Context: an optimization exercise on an open-source flow, tuned for small area. The choices shown serve that exercise and are no tape-out recipe. Only simulation tests tie the RTL to the original design; equivalence was not proved.

## pdm_top
module pdm_top (
	input  logic          clk_i,
	input  logic          rstn_i,
	output logic          pdm_clk_o,
    input  logic  [1:0]   cfg_pdm_ch_mode_i,
    input  logic  [9:0]   cfg_pdm_decimation_i,
    input  logic  [2:0]   cfg_pdm_shift_i,
    input  logic          cfg_pdm_en_i,
	input  logic          pdm_ch0_i,
	input  logic          pdm_ch1_i,
	output logic   [15:0] pcm_data_o,
	output logic          pcm_data_valid_o,
	input  logic          pcm_data_ready_i
);
	logic [1:0] s_ch_target;
	logic       s_data;
	logic       s_data_valid;
	logic       r_store_ch0;
	logic       r_store_ch1;
	logic       r_store_ch2;
	logic       r_store_ch3;
	logic       r_send_ch0;
	logic       r_send_ch1;
	logic       r_send_ch2;
	logic       r_send_ch3;
	logic       r_data_ch0;
	logic       r_data_ch1;
	logic       r_data_ch2;
	logic       r_data_ch3;
	logic       r_clk;
	logic       r_clk_dly;
	assign pdm_clk_o = r_clk;
	varcic #( 
  		.STAGES(5),
  		.ACC_WIDTH(51)
	) i_varcic (
  		.clk_i            ( clk_i                ),
  ...
Settings: LEC_CHECK=0, CAP_MARGIN=20, CORE_MARGIN=2, CORE_UTILIZATION=65, CTS_BUF_LIST=sky130_fd_sc_hd__clkbuf_8, CTS_CLUSTER_DIAMETER=60, CTS_CLUSTER_SIZE=18, PLACE_DENSITY=0.75, SLEW_MARGIN=20; clock period 10.0 ns.
run.sh (not shown) runs the stock make flow with config.mk's settings and CLKGATE_MAP_FILE= SYNTH_SCRIPT=/design/flow/synth_recipe.tcl, a recipe that flattens the netlist after the stock synthesis.
Next try:
--- a/flow/design.v
+++ b/flow/design.v
@@ -6,24 +6,16 @@
   input  logic [W-1:0] b,
   input  logic         ci,
   output logic [W-1:0] s,
   output logic         co
 );
   generate
     if (ARCH == 0) begin : g_plain
       assign {co, s} = {1'b0, a} + {1'b0, b} + {{W{1'b0}}, ci};
-    end else if (ARCH == 1) begin : g_ripple
-      logic [W:0] c;
-      assign c[0] = ci;
-      for (genvar i = 0; i < W; i++) begin : g_b
-        assign s[i]   = a[i] ^ b[i] ^ c[i];
-        assign c[i+1] = (a[i] & b[i]) | (c[i] & (a[i] ^ b[i]));
-      end
-      assign co = c[W];
     end else if (ARCH == 3) begin : g_cinc
       localparam K  = 9;
       localparam NB = (W + K - 1) / K;
       logic [W-1:0] r;
       logic [W-1:0] s0;
       logic [W-1:0] k;
       logic [NB:0] c;
       assign c[0] = ci;
@@ -83,18 +75,17 @@
       assign co = c[W];
     end
   endgenerate
 endmodule
 module cic_integrator #(
   parameter WIDTH  = 51,
   parameter LO     = 26,
   parameter STAGES = 5,
-  parameter ARCH   = 2,
-  parameter HARCH  = 1
+  parameter ARCH   = 2
 ) (
   input  logic                  clk_i,
   input  logic                  sel3_i,
   input  logic                  sel1_i,
   input  logic                  dump_i,
   input  logic                  data_i,
   input  logic [STAGES-1:0]     lsb_i,   
   output logic [LO-1:0]         lo_o,    
@@ -132,17 +123,17 @@
         assign s_acc_lo = s_tap[i][LO-1:0] & {LO{~dump_i}};
         assign s_acc_hi = r_s0[i][WIDTH-1:LO] & {HI{~r_dump}};
       end else begin : g_keep
         assign s_acc_lo = s_tap[i][LO-1:0];
         assign s_acc_hi = r_s0[i][WIDTH-1:LO];
       end
       cic_add #(.W(LO), .ARCH(ARCH)) i_add_lo (
         .a(s_acc_lo), .b(s_in_lo), .ci(1'b0), .s(s_sum_lo), .co(s_co));
-      cic_add #(.W(HI), .ARCH(HARCH)) i_add_hi (
+      cic_add #(.W(HI), .ARCH(ARCH)) i_add_hi (
         .a(s_acc_hi), .b(s_in_hi), .ci(r_c[i]), .s(s_sum_hi), .co(s_co_hi));
       always_ff @(posedge clk_i) begin
         r_s0[i] <= {s_tap[i][WIDTH-1:LO], s_sum_lo};
         r_c[i]  <= s_co;
         r_s1[i] <= {s_sum_hi, r_s0[i][LO-1:0]};
         r_s2[i] <= r_s1[i];
         r_s3[i] <= r_s2[i];
       end
@@ -233,17 +224,17 @@
       always_ff @(posedge clk_i)
         r_q0[i] <= en_i ? s_q[i-1] : s_q[i];
     end
   endgenerate
   assign s_thi[0] = hi_i;
   generate
     for (i = 0; i < NP; i++) begin : g_g
       logic s_b_hi;
-      cic_add #(.W(HI), .ARCH(1)) i_sub_hi (
+      cic_add #(.W(HI), .ARCH(ARCH)) i_sub_hi (
         .a(s_thi[i]), .b(~r_c0[i][WIDTH-1:LO]), .ci(r_b[i]), .s(s_thi[i+1]), .co(s_b_hi));
       always_ff @(posedge clk_i)
         r_c1[i] <= {r_en ? s_thi[i] : r_c0[i][WIDTH-1:LO], r_c0[i][LO-1:0]};
     end
   endgenerate
   assign s_win_hi = window({s_thi[NP], {LO{1'b0}}}, shift_i);
   always_ff @(posedge clk_i) begin
     r_q1[0] <= (r_en ? (s_hi_mask & s_win_hi) | (~s_hi_mask & r_q0[0]) : r_q0[0]);
@@ -266,17 +257,17 @@
       end
     end
   endgenerate
   assign data_o = s_q[STAGES-1];
 endmodule
 module varcic #(
   parameter STAGES = 5,
   parameter ACC_WIDTH = 51,
-  parameter LO = 35,
+  parameter LO = 26,
   parameter ARCH = 3
 ) (
   input  logic             clk_i,
   input  logic             rstn_i,
   input  logic             cfg_en_i,
   input  logic  [1:0]      cfg_ch_num_i,
   input  logic  [9:0]      cfg_decimation_i,
   input  logic  [2:0]      cfg_shift_i,
The changed run finished clean.
Wire length came out higher by a little under a tenth.
Hold slack is better by 12 ps.
Die area came out higher by a few percent.
Synthesized cell count came out higher by roughly a tenth.
Cell area came out higher by a few percent.
Worst setup slack is better by 810 ps.
Non-clock buffer count came out higher by 6.
Sequential share of layout area came out lower by 1.9 points.

========
run D:
Another version of the RTL of pdm_top (not shown whole).
Size: ~5300 cells after synthesis, about 2200 flip-flops, ~39 I/O pins.
==> module cic_comb, before the edit <==
module cic_comb #(
  parameter WIDTH  = 51,
  parameter LO     = 26,
  parameter STAGES = 5,
  parameter ARCH   = 2
) (
  input  logic                clk_i,
  input  logic                sel3_i,
  input  logic                sel1_i,
  input  logic                en_i,
  input  logic [2:0]          shift_i,
  input  logic [STAGES-2:0]   lsb_i,    
  input  logic [LO-1:0]       lo_i,
  input  logic [WIDTH-LO-1:0] hi_i,
  output logic [15:0]         data_o
);
  localparam HI = WIDTH - LO;
  localparam NP = STAGES - 1;   
  logic [WIDTH-1:0] r_c0 [NP];
  logic [WIDTH-1:0] r_c1 [NP];
  logic [WIDTH-1:0] r_c2 [NP];
  logic [WIDTH-1:0] r_c3 [NP];
  logic [15:0]      r_q0 [STAGES];
  logic [15:0]      r_q1 [STAGES];
  logic [15:0]      r_q2 [STAGES];
  logic [15:0]      r_q3 [STAGES];
  logic             r_b  [NP];
  logic             r_en;
  logic [WIDTH-1:0] s_p [NP];
  logic [15:0]      s_q [STAGES];
  logic [LO-1:0]    s_tlo [NP+1];
  logic [HI-1:0]    s_thi [NP+1];
  logic [15:0]      s_win_lo, s_win_hi, s_hi_mask;
  genvar i;
  generate
    for (i = 0; i < NP; i++) begin : g_tap
      assign s_p[i] = {({(WIDTH-1){sel3_i}} & r_c3[i][WIDTH-1:1]) | ({(WIDTH-1){sel1_i}} & r_c1[i][WIDTH-1:1]),
                       lsb_i[i]};
    end
    for (i = 0; i < STAGES; i++) begin : g_tapq
      assign s_q[i] = ({16{sel3_i}} & r_q3[i]) | ({16{sel1_i}} & r_q1[i]);
    end
  endgenerate
  function automatic logic [15:0] window(input logic [WIDTH-1:0] v, input logic [2:0] s);
    case (s)
      3'd0: window = v[50:35];
      3'd1: window = v[45:30];
      3'd2: window = v[40:25];
      3'd3: window = v[35:20];
      3'd4: window = v[30:15];
      3'd5: window = v[25:10];
      3'd6: window = v[20:5];
      default: window = v[15:0];
    endcase
  endfunction
  generate
    for (i = 0; i < 16; i++) begin : g_mask
      assign s_hi_mask[i] = (35 + i) >= (5 * shift_i + LO);
    end
  endgenerate
  assign s_tlo[0] = lo_i;
  generate
    for (i = 0; i < NP; i++) begin : g_f
      logic s_b;
      cic_add #(.W(LO), .ARCH(ARCH)) i_sub_lo (
        .a(s_tlo[i]), .b(~s_p[i][LO-1:0]), .ci(1'b1), .s(s_tlo[i+1]), .co(s_b));
      always_ff @(posedge clk_i) begin
        r_c0[i] <= {~s_p[i][WIDTH-1:LO], en_i ? s_tlo[i] : s_p[i][LO-1:0]};
        r_b[i]  <= s_b;
      end
    end
  endgenerate
  assign s_win_lo = window({{HI{1'b0}}, s_tlo[NP]}, shift_i);
  always_ff @(posedge clk_i) begin
    r_en    <= en_i;
    r_q0[0] <= en_i ? s_win_lo : s_q[0];
  end
  generate
    for (i = 1; i < STAGES; i++) begin : g_fq
      always_ff @(posedge clk_i)
        r_q0[i] <= en_i ? s_q[i-1] : s_q[i];
    end
  endgenerate
  assign s_thi[0] = hi_i;
  generate
    for (i = 0; i < NP; i++) begin : g_g
      logic s_b_hi;
      cic_add #(.W(HI), .ARCH(1)) i_sub_hi (
        .a(s_thi[i]), .b(r_c0[i][WIDTH-1:LO]), .ci(r_b[i]), .s(s_thi[i+1]), .co(s_b_hi));
      always_ff @(posedge clk_i)
        r_c1[i] <= {r_en ? s_thi[i] : ~r_c0[i][WIDTH-1:LO], r_c0[i][LO-1:0]};
    end
  endgenerate
  assign s_win_hi = window({s_thi[NP], {LO{1'b0}}}, shift_i);
  always_ff @(posedge clk_i) begin
    r_q1[0] <= (r_en ? (s_hi_mask & s_win_hi) | (~s_hi_mask & r_q0[0]) : r_q0[0]);
  end
  generate
    for (i = 1; i < STAGES; i++) begin : g_gq
      always_ff @(posedge clk_i)
        r_q1[i] <= r_q0[i];
    end
    for (i = 0; i < NP; i++) begin : g_rc
      always_ff @(posedge clk_i) begin
        r_c2[i] <= r_c1[i];
        r_c3[i] <= r_c2[i];
      end
    end
    for (i = 0; i < STAGES; i++) begin : g_rq
      always_ff @(posedge clk_i) begin
        r_q2[i] <= r_q1[i];
        r_q3[i] <= r_q2[i];
      end
    end
  endgenerate
  assign data_o = s_q[STAGES-1];
endmodule
clock: 10.0 ns
lec_check: 0
cap_margin: 20
core_margin: 2
core_utilization: 65
cts_buf_list: sky130_fd_sc_hd__clkbuf_4
cts_cluster_diameter: 60
cts_cluster_size: 10
place_density: 0.75
slew_margin: 20
Changes in run H relative to run D:
diff --git a/flow/design.v b/flow/design.v
--- a/flow/design.v
+++ b/flow/design.v
@@ -215,13 +215,13 @@
   generate
     for (i = 0; i < NP; i++) begin : g_f
       logic s_b;
       cic_add #(.W(LO), .ARCH(ARCH)) i_sub_lo (
         .a(s_tlo[i]), .b(~s_p[i][LO-1:0]), .ci(1'b1), .s(s_tlo[i+1]), .co(s_b));
       always_ff @(posedge clk_i) begin
-        r_c0[i] <= {~s_p[i][WIDTH-1:LO], en_i ? s_tlo[i] : s_p[i][LO-1:0]};
+        r_c0[i] <= {s_p[i][WIDTH-1:LO], en_i ? s_tlo[i] : s_p[i][LO-1:0]};
         r_b[i]  <= s_b;
       end
     end
   endgenerate
   assign s_win_lo = window({{HI{1'b0}}, s_tlo[NP]}, shift_i);
   always_ff @(posedge clk_i) begin
@@ -236,15 +236,15 @@
   endgenerate
   assign s_thi[0] = hi_i;
   generate
     for (i = 0; i < NP; i++) begin : g_g
       logic s_b_hi;
       cic_add #(.W(HI), .ARCH(1)) i_sub_hi (
-        .a(s_thi[i]), .b(r_c0[i][WIDTH-1:LO]), .ci(r_b[i]), .s(s_thi[i+1]), .co(s_b_hi));
+        .a(s_thi[i]), .b(~r_c0[i][WIDTH-1:LO]), .ci(r_b[i]), .s(s_thi[i+1]), .co(s_b_hi));
       always_ff @(posedge clk_i)
-        r_c1[i] <= {r_en ? s_thi[i] : ~r_c0[i][WIDTH-1:LO], r_c0[i][LO-1:0]};
+        r_c1[i] <= {r_en ? s_thi[i] : r_c0[i][WIDTH-1:LO], r_c0[i][LO-1:0]};
     end
   endgenerate
   assign s_win_hi = window({s_thi[NP], {LO{1'b0}}}, shift_i);
   always_ff @(posedge clk_i) begin
     r_q1[0] <= (r_en ? (s_hi_mask & s_win_hi) | (~s_hi_mask & r_q0[0]) : r_q0[0]);
   end
--- outcome ---
Diff run D..run H | total number of vias | negligible
Cell count of run D is on par with run H.
Run D -> run H: starting utilization of the core area flat
The final instance area of run H and that of run D are within noise of each other.
Clock sink count: run H vs run D identical
Run H ends up with lower layout overhead on the synthesized area than run D does.
Run D → run H: normalized max-slew margin lower.
NOTE number of buffers added by the clock tree synthesis step run D->run H decreased slightly
Run D → run H: worst hold slack decreased by 0.0030 ns relative to the old numbers, final core utilization decreased 0.15 points, clock-buffer cell count went up.
Wire length after detailed routing was lower in the run labelled run D.

[re-timing with driven ports]
How much do the figures lean on ideal ports? The routed layouts below were timed once more, with nothing changed but the port constraints.
Step 1 sets driving cells, clkbuf_16 on the clock port and buf_2 on the other inputs (assumed; they add their load-dependent delay and slew).
Step 2 also shifts input and output timing later by t, the mid clock arrival at the registers, as if the neighbouring blocks saw the same clock.
Slacks: ideal / step 1 / step 2; pairs: ideal / step 1.
run | t (ns) | setup slack, ns | worst setup path after step 2 | worst register clock-pin slew, ns | worst slew at a driven data input, ns
the first run of note 1 | 0.928 | 0.677 / 0.677 / 0.677 | register to register | 0.11 / 0.11 | 0.04
the second run of note 1 | 0.911 | 1.491 / 1.491 / 1.491 | register to register | 0.11 / 0.11 | 0.05
run D | 1.206 | 0.699 / 0.699 / 0.699 | register to register | 0.12 / 0.12 | 0.04
run H | 1.221 | 0.682 / 0.682 / 0.682 | register to register | 0.12 / 0.12 | 0.04
After both steps every run listed still meets setup and hold.
